Background: an optimization exercise with open tools, aiming at small area. Do not read the settings as production practice.
At most, simulation tests tie the RTL to the original design; equivalence was not proved.
For run 2, only the layout was checked, not whether the RTL still works.
Power is estimated from default activity; no workload was simulated.

==> flow/design.v (outline; a module is shown in full before it is edited, if it fits) <==
// module vending_machine: 1271 lines
// module g_fa: 6 lines
// module g_ha: 6 lines
// module g_nand2: 5 lines
// module g_nor2: 5 lines
// module g_nor2b: 5 lines
// module g_and2: 5 lines
// module g_or2: 5 lines
// module g_inv: 5 lines
// module g_xor2: 5 lines
// module g_xnor2: 5 lines
// module g_a21oi: 5 lines
// module g_mux2i: 5 lines
// module g_a22oi: 5 lines
// module g_a222oi: 5 lines
// module g_a22o: 5 lines
module vending_machine(pclk,prst,pvalid,pready,paddr,pwdata,prdata,wr_rd,coin,coin_valid,num_of_tea_reqd,num_of_milk_reqd,num_of_coffee_reqd,num_of_tea_served,num_of_coffee_served,num_of_milk_served,machine_ready);
  // ...
==> flow/flow/run.sh <==
#!/bin/bash
# Own layout flow: the standard synthesis, every logic cell set to its smallest
# drive strength (the flow's timing repair sizes up what needs it), port buffers
# of the smallest buffer then the
# standard layout steps.
set -euo pipefail
bash standard.sh synth > synth.log 2>&1
R=orfs/results/$FLOW_PLATFORM/vending_machine/base
openroad -no_init -exit -threads "${NUM_CORES:-4}" \
  -log downsize.log flow/downsize.tcl > downsize.out 2>&1
bash standard.sh "BUFFER_PORTS_ARGS=-buffer_cell sky130_fd_sc_hd__buf_1" \
  "CTS_ARGS=-sink_clustering_enable -repair_clock_nets -dont_use_dummy_load -buf_list {sky130_fd_sc_hd__clkbuf_4 sky130_fd_sc_hd__clkbuf_8} -sink_clustering_size 12 -sink_clustering_max_diameter 60" \
  finish > layout.log 2>&1
==> flow/flow/downsize.tcl <==
# Swap each combinational cell of the synthesized netlist to the smallest-area
# cell of the same family (same name but the drive-strength suffix).
set res orfs/results/$::env(FLOW_PLATFORM)/vending_machine/base
read_db $res/1_synth.odb
set db [ord::get_db]
set lib_masters {}
foreach lib [$db getLibs] {
  foreach m [$lib getMasters] {
    set n [$m getName]
    if {[regexp {^(.*)_([0-9]+)$} $n -> base drive]} {
      dict lappend lib_masters $base $m
    }
  }
}
set dont_use {}
if {[info exists ::env(DONT_USE_CELLS)]} { set dont_use [split $::env(DONT_USE_CELLS)] }
set swapped 0
foreach inst [[[$db getChip] getBlock] getInsts] {
  set m [$inst getMaster]
  set n [$m getName]
  if {![regexp {^(.*)_([0-9]+)$} $n -> base drive]} { continue }
  if {[regexp {df|dl|sdf|edf|conb|tap|fill|decap|clk} $base]} { continue }
  set best $m
  set ba [expr {[$m getWidth] * [$m getHeight]}]
  foreach c [dict get $lib_masters $base] {
    if {[lsearch -exact $dont_use [$c getName]] >= 0} { continue }
    set a [expr {[$c getWidth] * [$c getHeight]}]
    if {$a < $ba} { set best $c; set ba $a }
  }
  if {$best ne $m} {
    $inst swapMaster $best
    incr swapped
  }
}
puts "downsized $swapped instances"
write_db $res/1_synth.odb
==> flow/standard.sh <==
#!/bin/bash
# synth_recipe.tcl (not shown) runs the flow's synth.tcl, then flattens the netlist and writes it again
# the make line also repeats each setting of config.mk as NAME=value (left out here)
make -C /OpenROAD-flow-scripts/flow DESIGN_CONFIG=/design/flow/config.mk WORK_HOME=/design/flow/orfs CLKGATE_MAP_FILE= SYNTH_SCRIPT=/design/flow/synth_recipe.tcl "${@:-finish}"
==> flow/config.mk <==
export PLATFORM = sky130hd
export DESIGN_NAME = vending_machine
export DESIGN_NICKNAME = vending_machine
export VERILOG_FILES = /design/flow/design.v
export SDC_FILE = /design/flow/constraint.sdc
export NUM_CORES = 4
export LEC_CHECK = 0
export CAP_MARGIN = 20
export CORE_MARGIN = 2
export CORE_UTILIZATION = 70
export GPL_TIMING_DRIVEN = 0
export SLEW_MARGIN = 20
export SYNTH_HIERARCHICAL = 1
==> flow/constraint.sdc <==
create_clock -name core_clock -period 12.0 [get_ports {pclk}]
set_input_delay 2.4000 -clock core_clock [delete_from_list [all_inputs] [get_ports {pclk}]]
set_output_delay 2.4000 -clock core_clock [all_outputs]
set_load 0.01 [all_outputs]
==> results.toml, run 1 <==
[outcome]
status = "no timing/DRC/antenna violations"

[setup_path]
rr_worst_depth = 34
end_kind = "flip-flop"
critPathKind = "in -> reg"
cp_top_family = "adder cells"
critical_path_arrival_ns = 11.69

[grt]
grt_max_degree = 23
grt_pass1_wl_um = 32500
grt_pass1_vias = 6474

[clock_tree]
cts_max_level = 3
clock-sinks = 102

[worst_hold_path]
min_to = "credit[23]$_DFF_P_"
hold_class = "reg -> reg"
whs_path_depth = 2

[flow_run]
drv_cap = 0

[sta]
fin_crit_sh = 0.952
maxSlewViolCount = 0
setup_viol = 0
period_needed_ns = 11.42

[floorplanning]
die_h_um = 117
die-area_um2 = 13700
tapCellCount = 172
die_w_um = 117

[cells_and_area]
area_growth_syn_to_layout_pct = 8.77
nFillCells = 849
n_all_inverters = 17
layout-drive-gt1-share = 0.0470
fin_area_um2 = 9690
n_all_buffers = 82
nFlopsAndLatches = 102
largest_register_ffs = 32

[power]
power.group.top = "combinational cells"
power.density_nw_per_um2 = 320
pwr.group.clock_w = 0.000181

[detailed_routing]
routed_wl_um = 20600
first_pass_iters = 5
wl_per_cell_um = 21.0

[placement]
place_area_um2 = 9480
==> run 2: changes to the inputs <==
--- a/flow/design.v
+++ b/flow/design.v
@@ -890,369 +890,357 @@
   wire n1004, n1005;
   g_fa u1006 (.a(n602), .b(n634), .ci(n1002), .s(n1004), .co(n1005));
   wire n1007, n1008;
   g_fa u1009 (.a(n635), .b(n667), .ci(n1005), .s(n1007), .co(n1008));
   wire n1010, n1011;
   g_fa u1012 (.a(n668), .b(n700), .ci(n1008), .s(n1010), .co(n1011));
   wire n1013, n1014;
   g_fa u1015 (.a(n701), .b(n733), .ci(n1011), .s(n1013), .co(n1014));
-  wire n1016;
-  g_xor2 u1017 (.a(n734), .b(n766), .y(n1016));
-  wire n1018;
-  g_xor2 u1019 (.a(n1016), .b(n1014), .y(n1018));
-  wire n1020;
-  g_mux2i u1021 (.a0(n734), .a1(n1014), .sel(n1016), .y(n1020));
+  wire n1016, n1017;
+  g_fa u1018 (.a(n734), .b(n766), .ci(n1014), .s(n1016), .co(n1017));
+  wire n1019, n1020;
+  g_fa u1021 (.a(n767), .b(n799), .ci(n1017), .s(n1019), .co(n1020));
   wire n1022;
-  g_xor2 u1023 (.a(n767), .b(n799), .y(n1022));
+  g_xor2 u1023 (.a(n800), .b(n832), .y(n1022));
   wire n1024;
-  g_xnor2 u1025 (.a(n1022), .b(n1020), .y(n1024));
+  g_xor2 u1025 (.a(n1022), .b(n1020), .y(n1024));
   wire n1026;
-  g_nand2 u1027 (.a(n767), .b(n799), .y(n1026));
+  g_mux2i u1027 (.a0(n800), .a1(n1020), .sel(n1022), .y(n1026));
   wire n1028;
-  g_nor2 u1029 (.a(n767), .b(n799), .y(n1028));
+  g_xor2 u1029 (.a(n833), .b(n865), .y(n1028));
   wire n1030;
-  g_a21oi u1031 (.a1(n1026), .a2(n1020), .b1(n1028), .y(n1030));
+  g_xnor2 u1031 (.a(n1028), .b(n1026), .y(n1030));
   wire n1032;
-  g_xor2 u1033 (.a(n800), .b(n832), .y(n1032));
+  g_nand2 u1033 (.a(n833), .b(n865), .y(n1032));
   wire n1034;
-  g_xor2 u1035 (.a(n1032), .b(n1030), .y(n1034));
+  g_nor2 u1035 (.a(n833), .b(n865), .y(n1034));
   wire n1036;
-  g_mux2i u1037 (.a0(n800), .a1(n1030), .sel(n1032), .y(n1036));
+  g_a21oi u1037 (.a1(n1032), .a2(n1026), .b1(n1034), .y(n1036));
   wire n1038;
-  g_xor2 u1039 (.a(n833), .b(n865), .y(n1038));
+  g_xor2 u1039 (.a(n866), .b(n898), .y(n1038));
   wire n1040;
-  g_xnor2 u1041 (.a(n1038), .b(n1036), .y(n1040));
+  g_xor2 u1041 (.a(n1038), .b(n1036), .y(n1040));
   wire n1042;
-  g_nand2 u1043 (.a(n833), .b(n865), .y(n1042));
+  g_mux2i u1043 (.a0(n866), .a1(n1036), .sel(n1038), .y(n1042));
   wire n1044;
-  g_nor2 u1045 (.a(n833), .b(n865), .y(n1044));
+  g_xor2 u1045 (.a(n928), .b(n1042), .y(n1044));
   wire n1046;
-  g_a21oi u1047 (.a1(n1042), .a2(n1036), .b1(n1044), .y(n1046));
+  g_inv u1047 (.a(n1042), .y(n1046));
   wire n1048;
-  g_xor2 u1049 (.a(n866), .b(n898), .y(n1048));
+  g_nor2 u1049 (.a(n928), .b(n1046), .y(n1048));
   wire n1050;
-  g_xor2 u1051 (.a(n1048), .b(n1046), .y(n1050));
+  g_xor2 u1051 (.a(n952), .b(n1048), .y(n1050));
   wire n1052;
-  g_mux2i u1053 (.a0(n866), .a1(n1046), .sel(n1048), .y(n1052));
+  g_inv u1053 (.a(n1048), .y(n1052));
   wire n1054;
-  g_xor2 u1055 (.a(n928), .b(n1052), .y(n1054));
+  g_nor2 u1055 (.a(n952), .b(n1052), .y(n1054));
   wire n1056;
-  g_inv u1057 (.a(n1052), .y(n1056));
+  g_xor2 u1057 (.a(n953), .b(n967), .y(n1056));
   wire n1058;
-  g_nor2 u1059 (.a(n928), .b(n1056), .y(n1058));
+  g_xnor2 u1059 (.a(n1056), .b(n1054), .y(n1058));
   wire n1060;
-  g_xor2 u1061 (.a(n952), .b(n1058), .y(n1060));
+  g_nand2 u1061 (.a(n953), .b(n967), .y(n1060));
   wire n1062;
-  g_inv u1063 (.a(n1058), .y(n1062));
+  g_nor2 u1063 (.a(n953), .b(n967), .y(n1062));
   wire n1064;
-  g_nor2 u1065 (.a(n952), .b(n1062), .y(n1064));
+  g_a21oi u1065 (.a1(n1060), .a2(n1054), .b1(n1062), .y(n1064));
   wire n1066;
-  g_xor2 u1067 (.a(n953), .b(n967), .y(n1066));
+  g_xor2 u1067 (.a(n968), .b(n973), .y(n1066));
   wire n1068;
-  g_xnor2 u1069 (.a(n1066), .b(n1064), .y(n1068));
+  g_xor2 u1069 (.a(n1066), .b(n1064), .y(n1068));
   wire n1070;
-  g_nand2 u1071 (.a(n953), .b(n967), .y(n1070));
+  g_mux2i u1071 (.a0(n968), .a1(n1064), .sel(n1066), .y(n1070));
   wire n1072;
-  g_nor2 u1073 (.a(n953), .b(n967), .y(n1072));
+  g_xor2 u1073 (.a(n976), .b(n1070), .y(n1072));
   wire n1074;
-  g_a21oi u1075 (.a1(n1070), .a2(n1064), .b1(n1072), .y(n1074));
+  g_inv u1075 (.a(n1070), .y(n1074));
   wire n1076;
-  g_xor2 u1077 (.a(n968), .b(n973), .y(n1076));
+  g_nor2 u1077 (.a(n976), .b(n1074), .y(n1076));
   wire n1078;
-  g_xor2 u1079 (.a(n1076), .b(n1074), .y(n1078));
+  g_xor2 u1079 (.a(c[21]), .b(n977), .y(n1078));
   wire n1080;
-  g_mux2i u1081 (.a0(n968), .a1(n1074), .sel(n1076), .y(n1080));
+  g_xnor2 u1081 (.a(n1078), .b(n1076), .y(n1080));
   wire n1082;
-  g_xor2 u1083 (.a(n976), .b(n1080), .y(n1082));
+  g_nand2 u1083 (.a(c[21]), .b(n977), .y(n1082));
   wire n1084;
-  g_inv u1085 (.a(n1080), .y(n1084));
+  g_nor2 u1085 (.a(c[21]), .b(n977), .y(n1084));
   wire n1086;
-  g_nor2 u1087 (.a(n976), .b(n1084), .y(n1086));
+  g_a21oi u1087 (.a1(n1082), .a2(n1076), .b1(n1084), .y(n1086));
+  assign low = {n1086, n1080, n1072, n1068, n1058, n1050, n1044, n1040, n1030, n1024, n1019, n1016, n1013, n1010, n1007, n1004, n1001, n997, n994, n990, n986, n983, n979};
   wire n1088;
-  g_xor2 u1089 (.a(c[21]), .b(n977), .y(n1088));
+  g_a222oi u1089 (.a1(st), .a2(tea_cost[0]), .b1(sc), .b2(coffee_cost[0]), .c1(sm), .c2(milk_cost[0]), .y(n1088));
   wire n1090;
-  g_xnor2 u1091 (.a(n1088), .b(n1086), .y(n1090));
+  g_inv u1091 (.a(n1088), .y(n1090));
+  assign rsel[0] = n1090;
   wire n1092;
-  g_nand2 u1093 (.a(c[21]), .b(n977), .y(n1092));
+  g_a222oi u1093 (.a1(st), .a2(tea_cost[1]), .b1(sc), .b2(coffee_cost[1]), .c1(sm), .c2(milk_cost[1]), .y(n1092));
   wire n1094;
-  g_nor2 u1095 (.a(c[21]), .b(n977), .y(n1094));
+  g_inv u1095 (.a(n1092), .y(n1094));
+  assign rsel[1] = n1094;
   wire n1096;
-  g_a21oi u1097 (.a1(n1092), .a2(n1086), .b1(n1094), .y(n1096));
-  assign low = {n1096, n1090, n1082, n1078, n1068, n1060, n1054, n1050, n1040, n1034, n1024, n1018, n1013, n1010, n1007, n1004, n1001, n997, n994, n990, n986, n983, n979};
+  g_a222oi u1097 (.a1(st), .a2(tea_cost[2]), .b1(sc), .b2(coffee_cost[2]), .c1(sm), .c2(milk_cost[2]), .y(n1096));
   wire n1098;
-  g_a222oi u1099 (.a1(st), .a2(tea_cost[0]), .b1(sc), .b2(coffee_cost[0]), .c1(sm), .c2(milk_cost[0]), .y(n1098));
+  g_inv u1099 (.a(n1096), .y(n1098));
+  assign rsel[2] = n1098;
   wire n1100;
-  g_inv u1101 (.a(n1098), .y(n1100));
-  assign rsel[0] = n1100;
+  g_a222oi u1101 (.a1(st), .a2(tea_cost[3]), .b1(sc), .b2(coffee_cost[3]), .c1(sm), .c2(milk_cost[3]), .y(n1100));
   wire n1102;
-  g_a222oi u1103 (.a1(st), .a2(tea_cost[1]), .b1(sc), .b2(coffee_cost[1]), .c1(sm), .c2(milk_cost[1]), .y(n1102));
+  g_inv u1103 (.a(n1100), .y(n1102));
+  assign rsel[3] = n1102;
   wire n1104;
-  g_inv u1105 (.a(n1102), .y(n1104));
-  assign rsel[1] = n1104;
+  g_a222oi u1105 (.a1(st), .a2(tea_cost[4]), .b1(sc), .b2(coffee_cost[4]), .c1(sm), .c2(milk_cost[4]), .y(n1104));
   wire n1106;
-  g_a222oi u1107 (.a1(st), .a2(tea_cost[2]), .b1(sc), .b2(coffee_cost[2]), .c1(sm), .c2(milk_cost[2]), .y(n1106));
+  g_inv u1107 (.a(n1104), .y(n1106));
+  assign rsel[4] = n1106;
   wire n1108;
-  g_inv u1109 (.a(n1106), .y(n1108));
-  assign rsel[2] = n1108;
+  g_a222oi u1109 (.a1(st), .a2(tea_cost[5]), .b1(sc), .b2(coffee_cost[5]), .c1(sm), .c2(milk_cost[5]), .y(n1108));
   wire n1110;
-  g_a222oi u1111 (.a1(st), .a2(tea_cost[3]), .b1(sc), .b2(coffee_cost[3]), .c1(sm), .c2(milk_cost[3]), .y(n1110));
+  g_inv u1111 (.a(n1108), .y(n1110));
+  assign rsel[5] = n1110;
   wire n1112;
-  g_inv u1113 (.a(n1110), .y(n1112));
-  assign rsel[3] = n1112;
+  g_a222oi u1113 (.a1(st), .a2(tea_cost[6]), .b1(sc), .b2(coffee_cost[6]), .c1(sm), .c2(milk_cost[6]), .y(n1112));
   wire n1114;
-  g_a222oi u1115 (.a1(st), .a2(tea_cost[4]), .b1(sc), .b2(coffee_cost[4]), .c1(sm), .c2(milk_cost[4]), .y(n1114));
+  g_inv u1115 (.a(n1112), .y(n1114));
+  assign rsel[6] = n1114;
   wire n1116;
-  g_inv u1117 (.a(n1114), .y(n1116));
-  assign rsel[4] = n1116;
+  g_a222oi u1117 (.a1(st), .a2(tea_cost[7]), .b1(sc), .b2(coffee_cost[7]), .c1(sm), .c2(milk_cost[7]), .y(n1116));
   wire n1118;
-  g_a222oi u1119 (.a1(st), .a2(tea_cost[5]), .b1(sc), .b2(coffee_cost[5]), .c1(sm), .c2(milk_cost[5]), .y(n1118));
+  g_inv u1119 (.a(n1116), .y(n1118));
+  assign rsel[7] = n1118;
   wire n1120;
-  g_inv u1121 (.a(n1118), .y(n1120));
-  assign rsel[5] = n1120;
+  g_and2 u1121 (.a(num_of_tea_reqd[0]), .b(sv), .y(n1120));
+  assign served_d[0] = n1120;
   wire n1122;
-  g_a222oi u1123 (.a1(st), .a2(tea_cost[6]), .b1(sc), .b2(coffee_cost[6]), .c1(sm), .c2(milk_cost[6]), .y(n1122));
+  g_and2 u1123 (.a(num_of_tea_reqd[1]), .b(sv), .y(n1122));
+  assign served_d[1] = n1122;
   wire n1124;
-  g_inv u1125 (.a(n1122), .y(n1124));
-  assign rsel[6] = n1124;
+  g_and2 u1125 (.a(num_of_tea_reqd[2]), .b(sv), .y(n1124));
+  assign served_d[2] = n1124;
   wire n1126;
-  g_a222oi u1127 (.a1(st), .a2(tea_cost[7]), .b1(sc), .b2(coffee_cost[7]), .c1(sm), .c2(milk_cost[7]), .y(n1126));
+  g_and2 u1127 (.a(num_of_tea_reqd[3]), .b(sv), .y(n1126));
+  assign served_d[3] = n1126;
   wire n1128;
-  g_inv u1129 (.a(n1126), .y(n1128));
-  assign rsel[7] = n1128;
+  g_and2 u1129 (.a(num_of_coffee_reqd[0]), .b(sv), .y(n1128));
+  assign served_d[4] = n1128;
   wire n1130;
-  g_and2 u1131 (.a(num_of_tea_reqd[0]), .b(sv), .y(n1130));
-  assign served_d[0] = n1130;
+  g_and2 u1131 (.a(num_of_coffee_reqd[1]), .b(sv), .y(n1130));
+  assign served_d[5] = n1130;
   wire n1132;
-  g_and2 u1133 (.a(num_of_tea_reqd[1]), .b(sv), .y(n1132));
-  assign served_d[1] = n1132;
+  g_and2 u1133 (.a(num_of_coffee_reqd[2]), .b(sv), .y(n1132));
+  assign served_d[6] = n1132;
   wire n1134;
-  g_and2 u1135 (.a(num_of_tea_reqd[2]), .b(sv), .y(n1134));
-  assign served_d[2] = n1134;
+  g_and2 u1135 (.a(num_of_coffee_reqd[3]), .b(sv), .y(n1134));
+  assign served_d[7] = n1134;
   wire n1136;
-  g_and2 u1137 (.a(num_of_tea_reqd[3]), .b(sv), .y(n1136));
-  assign served_d[3] = n1136;
+  g_and2 u1137 (.a(num_of_milk_reqd[0]), .b(sv), .y(n1136));
+  assign served_d[8] = n1136;
   wire n1138;
-  g_and2 u1139 (.a(num_of_coffee_reqd[0]), .b(sv), .y(n1138));
-  assign served_d[4] = n1138;
+  g_and2 u1139 (.a(num_of_milk_reqd[1]), .b(sv), .y(n1138));
+  assign served_d[9] = n1138;
   wire n1140;
-  g_and2 u1141 (.a(num_of_coffee_reqd[1]), .b(sv), .y(n1140));
-  assign served_d[5] = n1140;
+  g_and2 u1141 (.a(num_of_milk_reqd[2]), .b(sv), .y(n1140));
+  assign served_d[10] = n1140;
   wire n1142;
-  g_and2 u1143 (.a(num_of_coffee_reqd[2]), .b(sv), .y(n1142));
-  assign served_d[6] = n1142;
+  g_and2 u1143 (.a(num_of_milk_reqd[3]), .b(sv), .y(n1142));
+  assign served_d[11] = n1142;
   wire n1144;
-  g_and2 u1145 (.a(num_of_coffee_reqd[3]), .b(sv), .y(n1144));
-  assign served_d[7] = n1144;
+  g_a22o u1145 (.a1(tkp), .a2(low[0]), .b1(kpp), .b2(c[0]), .y(n1144));
+  assign credit_d[0] = n1144;
   wire n1146;
-  g_and2 u1147 (.a(num_of_milk_reqd[0]), .b(sv), .y(n1146));
-  assign served_d[8] = n1146;
+  g_a22o u1147 (.a1(tkp), .a2(low[1]), .b1(kpp), .b2(c[1]), .y(n1146));
+  assign credit_d[1] = n1146;
   wire n1148;
-  g_and2 u1149 (.a(num_of_milk_reqd[1]), .b(sv), .y(n1148));
-  assign served_d[9] = n1148;
+  g_a22o u1149 (.a1(tkp), .a2(low[2]), .b1(kpp), .b2(c[2]), .y(n1148));
+  assign credit_d[2] = n1148;
   wire n1150;
-  g_and2 u1151 (.a(num_of_milk_reqd[2]), .b(sv), .y(n1150));
-  assign served_d[10] = n1150;
+  g_a22o u1151 (.a1(tkp), .a2(low[3]), .b1(kpp), .b2(c[3]), .y(n1150));
+  assign credit_d[3] = n1150;
   wire n1152;
-  g_and2 u1153 (.a(num_of_milk_reqd[3]), .b(sv), .y(n1152));
-  assign served_d[11] = n1152;
+  g_a22o u1153 (.a1(tkp), .a2(low[4]), .b1(kpp), .b2(c[4]), .y(n1152));
+  assign credit_d[4] = n1152;
   wire n1154;
-  g_a22o u1155 (.a1(tkp), .a2(low[0]), .b1(kpp), .b2(c[0]), .y(n1154));
-  assign credit_d[0] = n1154;
+  g_a22o u1155 (.a1(tkp), .a2(low[5]), .b1(kpp), .b2(c[5]), .y(n1154));
+  assign credit_d[5] = n1154;
   wire n1156;
-  g_a22o u1157 (.a1(tkp), .a2(low[1]), .b1(kpp), .b2(c[1]), .y(n1156));
-  assign credit_d[1] = n1156;
+  g_a22o u1157 (.a1(tkp), .a2(low[6]), .b1(kpp), .b2(c[6]), .y(n1156));
+  assign credit_d[6] = n1156;
   wire n1158;
-  g_a22o u1159 (.a1(tkp), .a2(low[2]), .b1(kpp), .b2(c[2]), .y(n1158));
-  assign credit_d[2] = n1158;
+  g_a22o u1159 (.a1(tkp), .a2(low[7]), .b1(kpp), .b2(c[7]), .y(n1158));
+  assign credit_d[7] = n1158;
   wire n1160;
-  g_a22o u1161 (.a1(tkp), .a2(low[3]), .b1(kpp), .b2(c[3]), .y(n1160));
-  assign credit_d[3] = n1160;
+  g_a22o u1161 (.a1(tkp), .a2(low[8]), .b1(kpp), .b2(c[8]), .y(n1160));
+  assign credit_d[8] = n1160;
   wire n1162;
-  g_a22o u1163 (.a1(tkp), .a2(low[4]), .b1(kpp), .b2(c[4]), .y(n1162));
-  assign credit_d[4] = n1162;
+  g_a22o u1163 (.a1(tkp), .a2(low[9]), .b1(kpp), .b2(c[9]), .y(n1162));
+  assign credit_d[9] = n1162;
   wire n1164;
-  g_a22o u1165 (.a1(tkp), .a2(low[5]), .b1(kpp), .b2(c[5]), .y(n1164));
-  assign credit_d[5] = n1164;
+  g_a22o u1165 (.a1(tkp), .a2(low[10]), .b1(kpp), .b2(c[10]), .y(n1164));
+  assign credit_d[10] = n1164;
   wire n1166;
-  g_a22o u1167 (.a1(tkp), .a2(low[6]), .b1(kpp), .b2(c[6]), .y(n1166));
-  assign credit_d[6] = n1166;
+  g_a22o u1167 (.a1(tkp), .a2(low[11]), .b1(kpp), .b2(c[11]), .y(n1166));
+  assign credit_d[11] = n1166;
   wire n1168;
-  g_a22o u1169 (.a1(tkp), .a2(low[7]), .b1(kpp), .b2(c[7]), .y(n1168));
-  assign credit_d[7] = n1168;
+  g_a22o u1169 (.a1(tkp), .a2(low[12]), .b1(kpp), .b2(c[12]), .y(n1168));
+  assign credit_d[12] = n1168;
   wire n1170;
-  g_a22o u1171 (.a1(tkp), .a2(low[8]), .b1(kpp), .b2(c[8]), .y(n1170));
-  assign credit_d[8] = n1170;
+  g_a22o u1171 (.a1(tkp), .a2(low[13]), .b1(kpp), .b2(c[13]), .y(n1170));
+  assign credit_d[13] = n1170;
   wire n1172;
-  g_a22o u1173 (.a1(tkp), .a2(low[9]), .b1(kpp), .b2(c[9]), .y(n1172));
-  assign credit_d[9] = n1172;
+  g_a22o u1173 (.a1(tkp), .a2(low[14]), .b1(kpp), .b2(c[14]), .y(n1172));
+  assign credit_d[14] = n1172;
   wire n1174;
-  g_a22o u1175 (.a1(tkp), .a2(low[10]), .b1(kpp), .b2(c[10]), .y(n1174));
-  assign credit_d[10] = n1174;
+  g_a22o u1175 (.a1(tkp), .a2(low[15]), .b1(kpp), .b2(c[15]), .y(n1174));
+  assign credit_d[15] = n1174;
   wire n1176;
-  g_a22o u1177 (.a1(tkp), .a2(low[11]), .b1(kpp), .b2(c[11]), .y(n1176));
-  assign credit_d[11] = n1176;
+  g_a22o u1177 (.a1(tkp), .a2(low[16]), .b1(kpp), .b2(c[16]), .y(n1176));
+  assign credit_d[16] = n1176;
   wire n1178;
-  g_a22o u1179 (.a1(tkp), .a2(low[12]), .b1(kpp), .b2(c[12]), .y(n1178));
-  assign credit_d[12] = n1178;
+  g_a22o u1179 (.a1(tkp), .a2(low[17]), .b1(kpp), .b2(c[17]), .y(n1178));
+  assign credit_d[17] = n1178;
   wire n1180;
-  g_a22o u1181 (.a1(tkp), .a2(low[13]), .b1(kpp), .b2(c[13]), .y(n1180));
-  assign credit_d[13] = n1180;
+  g_a22o u1181 (.a1(tkp), .a2(low[18]), .b1(kpp), .b2(c[18]), .y(n1180));
+  assign credit_d[18] = n1180;
   wire n1182;
-  g_a22o u1183 (.a1(tkp), .a2(low[14]), .b1(kpp), .b2(c[14]), .y(n1182));
-  assign credit_d[14] = n1182;
+  g_a22o u1183 (.a1(tkp), .a2(low[19]), .b1(kpp), .b2(c[19]), .y(n1182));
+  assign credit_d[19] = n1182;
   wire n1184;
-  g_a22o u1185 (.a1(tkp), .a2(low[15]), .b1(kpp), .b2(c[15]), .y(n1184));
-  assign credit_d[15] = n1184;
+  g_a22o u1185 (.a1(tkp), .a2(low[20]), .b1(kpp), .b2(c[20]), .y(n1184));
+  assign credit_d[20] = n1184;
   wire n1186;
-  g_a22o u1187 (.a1(tkp), .a2(low[16]), .b1(kpp), .b2(c[16]), .y(n1186));
-  assign credit_d[16] = n1186;
+  g_a22o u1187 (.a1(tkp), .a2(low[21]), .b1(kpp), .b2(c[21]), .y(n1186));
+  assign credit_d[21] = n1186;
+  assign O[22] = 1'b1;
+  assign Z[22] = 1'b1;
+  assign O[23] = credit[22];
+  assign Z[23] = ~credit[22];
   wire n1188;
-  g_a22o u1189 (.a1(tkp), .a2(low[17]), .b1(kpp), .b2(c[17]), .y(n1188));
-  assign credit_d[17] = n1188;
+  g_and2 u1189 (.a(O[23]), .b(credit[23]), .y(n1188));
+  assign O[24] = n1188;
   wire n1190;
-  g_a22o u1191 (.a1(tkp), .a2(low[18]), .b1(kpp), .b2(c[18]), .y(n1190));
-  assign credit_d[18] = n1190;
+  g_nor2b u1191 (.a(credit[23]), .bn(Z[23]), .y(n1190));
+  assign Z[24] = n1190;
   wire n1192;
-  g_a22o u1193 (.a1(tkp), .a2(low[19]), .b1(kpp), .b2(c[19]), .y(n1192));
-  assign credit_d[19] = n1192;
+  g_and2 u1193 (.a(O[24]), .b(credit[24]), .y(n1192));
+  assign O[25] = n1192;
   wire n1194;
-  g_a22o u1195 (.a1(tkp), .a2(low[20]), .b1(kpp), .b2(c[20]), .y(n1194));
-  assign credit_d[20] = n1194;
+  g_nor2b u1195 (.a(credit[24]), .bn(Z[24]), .y(n1194));
+  assign Z[25] = n1194;
   wire n1196;
-  g_a22o u1197 (.a1(tkp), .a2(low[21]), .b1(kpp), .b2(c[21]), .y(n1196));
-  assign credit_d[21] = n1196;
-  assign O[22] = 1'b1;
-  assign Z[22] = 1'b1;
-  assign O[23] = credit[22];
-  assign Z[23] = ~credit[22];
+  g_and2 u1197 (.a(O[25]), .b(credit[25]), .y(n1196));
+  assign O[26] = n1196;
   wire n1198;
-  g_and2 u1199 (.a(O[23]), .b(credit[23]), .y(n1198));
-  assign O[24] = n1198;
+  g_nor2b u1199 (.a(credit[25]), .bn(Z[25]), .y(n1198));
+  assign Z[26] = n1198;
   wire n1200;
-  g_nor2b u1201 (.a(credit[23]), .bn(Z[23]), .y(n1200));
-  assign Z[24] = n1200;
+  g_and2 u1201 (.a(O[26]), .b(credit[26]), .y(n1200));
+  assign O[27] = n1200;
   wire n1202;
-  g_and2 u1203 (.a(O[24]), .b(credit[24]), .y(n1202));
-  assign O[25] = n1202;
+  g_nor2b u1203 (.a(credit[26]), .bn(Z[26]), .y(n1202));
+  assign Z[27] = n1202;
   wire n1204;
-  g_nor2b u1205 (.a(credit[24]), .bn(Z[24]), .y(n1204));
-  assign Z[25] = n1204;
+  g_and2 u1205 (.a(O[27]), .b(credit[27]), .y(n1204));
+  assign O[28] = n1204;
   wire n1206;
-  g_and2 u1207 (.a(O[25]), .b(credit[25]), .y(n1206));
-  assign O[26] = n1206;
+  g_nor2b u1207 (.a(credit[27]), .bn(Z[27]), .y(n1206));
+  assign Z[28] = n1206;
   wire n1208;
-  g_nor2b u1209 (.a(credit[25]), .bn(Z[25]), .y(n1208));
-  assign Z[26] = n1208;
+  g_and2 u1209 (.a(O[28]), .b(credit[28]), .y(n1208));
+  assign O[29] = n1208;
   wire n1210;
-  g_and2 u1211 (.a(O[26]), .b(credit[26]), .y(n1210));
-  assign O[27] = n1210;
+  g_nor2b u1211 (.a(credit[28]), .bn(Z[28]), .y(n1210));
+  assign Z[29] = n1210;
   wire n1212;
-  g_nor2b u1213 (.a(credit[26]), .bn(Z[26]), .y(n1212));
-  assign Z[27] = n1212;
+  g_and2 u1213 (.a(O[29]), .b(credit[29]), .y(n1212));
+  assign O[30] = n1212;
   wire n1214;
-  g_and2 u1215 (.a(O[27]), .b(credit[27]), .y(n1214));
-  assign O[28] = n1214;
+  g_nor2b u1215 (.a(credit[29]), .bn(Z[29]), .y(n1214));
+  assign Z[30] = n1214;
   wire n1216;
-  g_nor2b u1217 (.a(credit[27]), .bn(Z[27]), .y(n1216));
-  assign Z[28] = n1216;
+  g_and2 u1217 (.a(O[30]), .b(credit[30]), .y(n1216));
+  assign O[31] = n1216;
   wire n1218;
-  g_and2 u1219 (.a(O[28]), .b(credit[28]), .y(n1218));
-  assign O[29] = n1218;
+  g_nor2b u1219 (.a(credit[30]), .bn(Z[30]), .y(n1218));
+  assign Z[31] = n1218;
   wire n1220;
-  g_nor2b u1221 (.a(credit[28]), .bn(Z[28]), .y(n1220));
-  assign Z[29] = n1220;
+  g_and2 u1221 (.a(O[31]), .b(credit[31]), .y(n1220));
+  assign O[32] = n1220;
   wire n1222;
-  g_and2 u1223 (.a(O[29]), .b(credit[29]), .y(n1222));
-  assign O[30] = n1222;
+  g_nor2b u1223 (.a(credit[31]), .bn(Z[31]), .y(n1222));
+  assign Z[32] = n1222;
   wire n1224;
-  g_nor2b u1225 (.a(credit[29]), .bn(Z[29]), .y(n1224));
-  assign Z[30] = n1224;
+  g_nor2 u1225 (.a(up), .b(dn), .y(n1224));
   wire n1226;
-  g_and2 u1227 (.a(O[30]), .b(credit[30]), .y(n1226));
-  assign O[31] = n1226;
+  g_xor2 u1227 (.a(credit[22]), .b(n1224), .y(n1226));
   wire n1228;
-  g_nor2b u1229 (.a(credit[30]), .bn(Z[30]), .y(n1228));
-  assign Z[31] = n1228;
+  g_nor2 u1229 (.a(prst), .b(n1226), .y(n1228));
+  assign credit_d[22] = n1228;
   wire n1230;
-  g_and2 u1231 (.a(O[31]), .b(credit[31]), .y(n1230));
-  assign O[32] = n1230;
+  g_a22oi u1231 (.a1(up), .a2(O[23]), .b1(dn), .b2(Z[23]), .y(n1230));
   wire n1232;
-  g_nor2b u1233 (.a(credit[31]), .bn(Z[31]), .y(n1232));
-  assign Z[32] = n1232;
+  g_xor2 u1233 (.a(credit[23]), .b(n1230), .y(n1232));
   wire n1234;
-  g_nor2 u1235 (.a(up), .b(dn), .y(n1234));
+  g_nor2 u1235 (.a(prst), .b(n1232), .y(n1234));
+  assign credit_d[23] = n1234;
   wire n1236;
-  g_xor2 u1237 (.a(credit[22]), .b(n1234), .y(n1236));
+  g_a22oi u1237 (.a1(up), .a2(O[24]), .b1(dn), .b2(Z[24]), .y(n1236));
   wire n1238;
-  g_nor2 u1239 (.a(prst), .b(n1236), .y(n1238));
-  assign credit_d[22] = n1238;
+  g_xor2 u1239 (.a(credit[24]), .b(n1236), .y(n1238));
   wire n1240;
-  g_a22oi u1241 (.a1(up), .a2(O[23]), .b1(dn), .b2(Z[23]), .y(n1240));
+  g_nor2 u1241 (.a(prst), .b(n1238), .y(n1240));
+  assign credit_d[24] = n1240;
   wire n1242;
-  g_xor2 u1243 (.a(credit[23]), .b(n1240), .y(n1242));
+  g_a22oi u1243 (.a1(up), .a2(O[25]), .b1(dn), .b2(Z[25]), .y(n1242));
   wire n1244;
-  g_nor2 u1245 (.a(prst), .b(n1242), .y(n1244));
-  assign credit_d[23] = n1244;
+  g_xor2 u1245 (.a(credit[25]), .b(n1242), .y(n1244));
   wire n1246;
-  g_a22oi u1247 (.a1(up), .a2(O[24]), .b1(dn), .b2(Z[24]), .y(n1246));
+  g_nor2 u1247 (.a(prst), .b(n1244), .y(n1246));
+  assign credit_d[25] = n1246;
   wire n1248;
-  g_xor2 u1249 (.a(credit[24]), .b(n1246), .y(n1248));
+  g_a22oi u1249 (.a1(up), .a2(O[26]), .b1(dn), .b2(Z[26]), .y(n1248));
   wire n1250;
-  g_nor2 u1251 (.a(prst), .b(n1248), .y(n1250));
-  assign credit_d[24] = n1250;
+  g_xor2 u1251 (.a(credit[26]), .b(n1248), .y(n1250));
   wire n1252;
-  g_a22oi u1253 (.a1(up), .a2(O[25]), .b1(dn), .b2(Z[25]), .y(n1252));
+  g_nor2 u1253 (.a(prst), .b(n1250), .y(n1252));
+  assign credit_d[26] = n1252;
   wire n1254;
-  g_xor2 u1255 (.a(credit[25]), .b(n1252), .y(n1254));
+  g_a22oi u1255 (.a1(up), .a2(O[27]), .b1(dn), .b2(Z[27]), .y(n1254));
   wire n1256;
-  g_nor2 u1257 (.a(prst), .b(n1254), .y(n1256));
-  assign credit_d[25] = n1256;
+  g_xor2 u1257 (.a(credit[27]), .b(n1254), .y(n1256));
   wire n1258;
-  g_a22oi u1259 (.a1(up), .a2(O[26]), .b1(dn), .b2(Z[26]), .y(n1258));
+  g_nor2 u1259 (.a(prst), .b(n1256), .y(n1258));
+  assign credit_d[27] = n1258;
   wire n1260;
-  g_xor2 u1261 (.a(credit[26]), .b(n1258), .y(n1260));
+  g_a22oi u1261 (.a1(up), .a2(O[28]), .b1(dn), .b2(Z[28]), .y(n1260));
   wire n1262;
-  g_nor2 u1263 (.a(prst), .b(n1260), .y(n1262));
-  assign credit_d[26] = n1262;
+  g_xor2 u1263 (.a(credit[28]), .b(n1260), .y(n1262));
   wire n1264;
-  g_a22oi u1265 (.a1(up), .a2(O[27]), .b1(dn), .b2(Z[27]), .y(n1264));
+  g_nor2 u1265 (.a(prst), .b(n1262), .y(n1264));
+  assign credit_d[28] = n1264;
   wire n1266;
-  g_xor2 u1267 (.a(credit[27]), .b(n1264), .y(n1266));
+  g_a22oi u1267 (.a1(up), .a2(O[29]), .b1(dn), .b2(Z[29]), .y(n1266));
   wire n1268;
-  g_nor2 u1269 (.a(prst), .b(n1266), .y(n1268));
-  assign credit_d[27] = n1268;
+  g_xor2 u1269 (.a(credit[29]), .b(n1266), .y(n1268));
   wire n1270;
-  g_a22oi u1271 (.a1(up), .a2(O[28]), .b1(dn), .b2(Z[28]), .y(n1270));
+  g_nor2 u1271 (.a(prst), .b(n1268), .y(n1270));
+  assign credit_d[29] = n1270;
   wire n1272;
-  g_xor2 u1273 (.a(credit[28]), .b(n1270), .y(n1272));
+  g_a22oi u1273 (.a1(up), .a2(O[30]), .b1(dn), .b2(Z[30]), .y(n1272));
   wire n1274;
-  g_nor2 u1275 (.a(prst), .b(n1272), .y(n1274));
-  assign credit_d[28] = n1274;
+  g_xor2 u1275 (.a(credit[30]), .b(n1272), .y(n1274));
   wire n1276;
-  g_a22oi u1277 (.a1(up), .a2(O[29]), .b1(dn), .b2(Z[29]), .y(n1276));
+  g_nor2 u1277 (.a(prst), .b(n1274), .y(n1276));
+  assign credit_d[30] = n1276;
   wire n1278;
-  g_xor2 u1279 (.a(credit[29]), .b(n1276), .y(n1278));
+  g_a22oi u1279 (.a1(up), .a2(O[31]), .b1(dn), .b2(Z[31]), .y(n1278));
   wire n1280;
-  g_nor2 u1281 (.a(prst), .b(n1278), .y(n1280));
-  assign credit_d[29] = n1280;
+  g_xor2 u1281 (.a(credit[31]), .b(n1278), .y(n1280));
   wire n1282;
-  g_a22oi u1283 (.a1(up), .a2(O[30]), .b1(dn), .b2(Z[30]), .y(n1282));
-  wire n1284;
-  g_xor2 u1285 (.a(credit[30]), .b(n1282), .y(n1284));
-  wire n1286;
-  g_nor2 u1287 (.a(prst), .b(n1284), .y(n1286));
-  assign credit_d[30] = n1286;
-  wire n1288;
-  g_a22oi u1289 (.a1(up), .a2(O[31]), .b1(dn), .b2(Z[31]), .y(n1288));
-  wire n1290;
-  g_xor2 u1291 (.a(credit[31]), .b(n1288), .y(n1290));
-  wire n1292;
-  g_nor2 u1293 (.a(prst), .b(n1290), .y(n1292));
-  assign credit_d[31] = n1292;
+  g_nor2 u1283 (.a(prst), .b(n1280), .y(n1282));
+  assign credit_d[31] = n1282;
 wire c31 = credit[31] ^ (cc22 & O[31]);
 wire chi_zero = cc22 ? O[32] : Z[32];
 wire ok = coin_valid & ~c31;
 wire serve = ~c31 & (low[22] | ~chi_zero);
 wire take = ok & (low[22] | ~chi_zero);
 wire bw = ok & ~chi_zero & ~low[22];
 assign up = cc22 & ~bw;
 assign dn = bw & ~cc22;
==> flow/config.mk (replaced) <==
export PLATFORM = sky130hd
export DESIGN_NAME = vending_machine
export DESIGN_NICKNAME = vending_machine
export VERILOG_FILES = /design/flow/design.v
export SDC_FILE = /design/flow/constraint.sdc
export NUM_CORES = 4
export LEC_CHECK = 0
export CAP_MARGIN = 5
export CORE_MARGIN = 2
export CORE_UTILIZATION = 70
export GPL_TIMING_DRIVEN = 0
export SLEW_MARGIN = 5
export SYNTH_HIERARCHICAL = 1
==> run 2 against run 1 <==
Compared with the run above: hold slack got worse by 0.00061 ns; sequential share of layout area is 0.058 points higher; clock power shrank 3%; global-route usage up 0.12 points; worst setup slack got worse by 0.12 ns; total power down 1.3%; area after synthesis fell by 0.20%; critical path depth decreased by 1; critical endpoint is now credit[23]$_DFF_P_.
==> results.toml, run 2 <==
[sta]
hold_viol = 0
max_freq_ghz = 0.0866
setup_viol = 0
maxSlewViolCount = 0
clock_skew_ns = 0.0363
period_needed_ns = 11.54
fin_crit_sh = 0.962
tightest_slew_ns = 1.16
slew_headroom = 0.228

[placement]
portBuffers = 73
place_area_um2 = 9440
dpl.hpwl_um = 15900
gp_congestion = 0.896

[setup_path]
cp_slowest_cell = "fa_1"
crit_fanout = 17
critPathKind = "in -> reg"
crit-reg2reg-launch = "tea_cost[0]$_DFFE_PP_"
critical_path_arrival_ns = 11.78
startpoint = "num_of_tea_reqd[2]"
cpMostUsedCell = "fa_1"
end_kind = "flip-flop"
slowest_delay_ns = 0.57
crit_required_ns = 12.23
start_kind = "input port"

[detailed_routing]
dr_total_vias = 5939
wl_per_cell_um = 21.2
first_pass_iters = 5
via_per_inst = 6.10
drt_iter0_drc = 486
drc = 0
routed_wl_um = 20700
postRouteAntennaNets = 0

[grt]
grt_usage = 0.327
grt_max_degree = 23
grt-ovfl-total = 0
grt_pass1_vias = 6504
grt_pass1_wl_um = 32600
antenna_found_initial = 0

[clock_tree]
clkLatencyLatePin_ns = 0.39
cts_tree = "yes"
cts.reportedPaths.clkPinSlew_ns = 0.12
clockBufferDepth = 2
cts_root_buf = "clkbuf_8"
clock-sinks = 102
ctsHoldBuffers = 0
cts_max_level = 3
numCtsBuffers = 9

[cells_and_area]
fin_area_um2 = 9670
area_growth_syn_to_layout_pct = 8.76
nFillCells = 843
layout-drive-gt1-share = 0.0499
antennaDiodeCount = 0
final_cell_mix = "nand2_1, fa_1, edfxtp_1"
top_register = "credit"
largest_register_ffs = 32
nNetsFinal = 1063
layout_commonest_cell = "nand2_1"

[logic_synthesis]
yosysWarnings = 7
avgSynthCellArea_um2 = 12.5
synth_area_um2 = 8890
synth_cells = 713
syn_nets = 972

[floorplanning]
die_w_um = 117
initial_utilization = 0.711
core_area_um2 = 12500
die_h_um = 117
ios = 74
die-area_um2 = 13600
rows = 41

[power]
power.density_nw_per_um2 = 316
peakVddDrop_mv = 0.682
power_w = 0.00306
p_leak_nw = 3.51

[worst_hold_path]
hold_start = "credit[24]$_DFF_P_"
hold_class = "reg -> reg"

[flow_run]
drv_cap = 0

[outcome]
status = "no timing/DRC/antenna violations"
## run 2: critical path, delay by kind of cell
family | cells | cell delay [ns]
fa+ha+maj | 13 | 5.62
mux | 3 | 0.66
simple gates | 8 | 1.38
buf+inv | 4 | 0.52
xor+xnor | 1 | 0.20
compound gates | 5 | 0.99
## run 2: metrics by stage
stage,worst slack (ns),TNS [ns],utilization,hold WS (ns),std cells
after CTS,0.00170,0,0.771,0.564,970
after global placement,-2.27,-66.31,0.750,0.519,958
final,0.457,0,0.773,0.560,974
after detailed placement,-1.22,-42.80,0.754,0.535,961
after global routing,-0.0345,-0.285,0.773,0.583,974
after floorplan,0.475,0,-,0.505,713
## run 2: final cells by class
class | instances | area, um^2 | area share
multi-input combinational | 592 | 6160 | 0.637
sequential | 102 | 2730 | 0.282
inverter | 17 | 63.8 | 0.00660
tap | 172 | 215 | 0.0222
timing repair buffer | 80 | 368 | 0.0380
clock buffer | 9 | 124 | 0.0128
buffer | 2 | 7.51 | 0.000776
## run 2: what timing repair did
action	in CTS	in global routing
resized for setup	33	35
pin swaps	0	1
buffers inserted	0	4
endpoints found under the setup margin	44	44
gates cloned	0	0
## run 2: metal layers
layer,up-vias,share of wire,track usage
met5,-,0,0
met4,0,0.026,0.0980
met3,47,0.10,0.102
met2,322,0.50,0.534
met1,3040,0.37,0.430
li1,2530,-,-
## run 2: power breakdown
group | switching [W] | total [W] | leakage (nW) | internal [W]
Combinational | 0.00124 | 0.00241 | 2.49 | 0.00117
Sequential | 0.0000339 | 0.000479 | 0.960 | 0.000445
Clock | 0.000108 | 0.000176 | 0.0647 | 0.0000676
## run 2: worst paths after layout
check	to	slack [ns]	cells after the start
worst max register to register	credit[23]$_DFF_P_	2.33	33
worst max-delay path	credit[23]$_DFF_P_	0.46	34
worst min-delay path	credit[24]$_DFF_P_	0.56	2
worst min register to register	credit[24]$_DFF_P_	0.56	2

## re-timing with driven ports
How much do the figures lean on ideal ports? The routed layouts below were timed once more, with nothing changed but the port constraints.
Step 1 (the two cells are an assumption about what drives the block):
set clk [get_ports {pclk}]
set_driving_cell -lib_cell sky130_fd_sc_hd__clkbuf_16 $clk
set_driving_cell -lib_cell sky130_fd_sc_hd__buf_2 [delete_from_list [all_inputs] $clk]
Step 2, shift: input delay + t, output delay - t, t = (earliest + latest rising clock arrival at the registers) / 2. This alone moves slack from input paths to output paths.
a / b / c = ideal / step 1 / step 2; a / b = the first two.
run | t (ns) | setup slack, ns | worst register clock-pin slew, ns | pins driven straight from the clock port
run 1 | 0.426 | 0.579 / 0.592 / 0.166 | 0.11 / 0.11 | 1
run 2 | 0.405 | 0.457 / 0.469 / 0.063 | 0.12 / 0.12 | 1
After both steps every run listed still meets setup and hold. For run 1, which loses most, drivers alone change the setup slack by +0.013 ns; drivers and shift together by -0.413 ns.
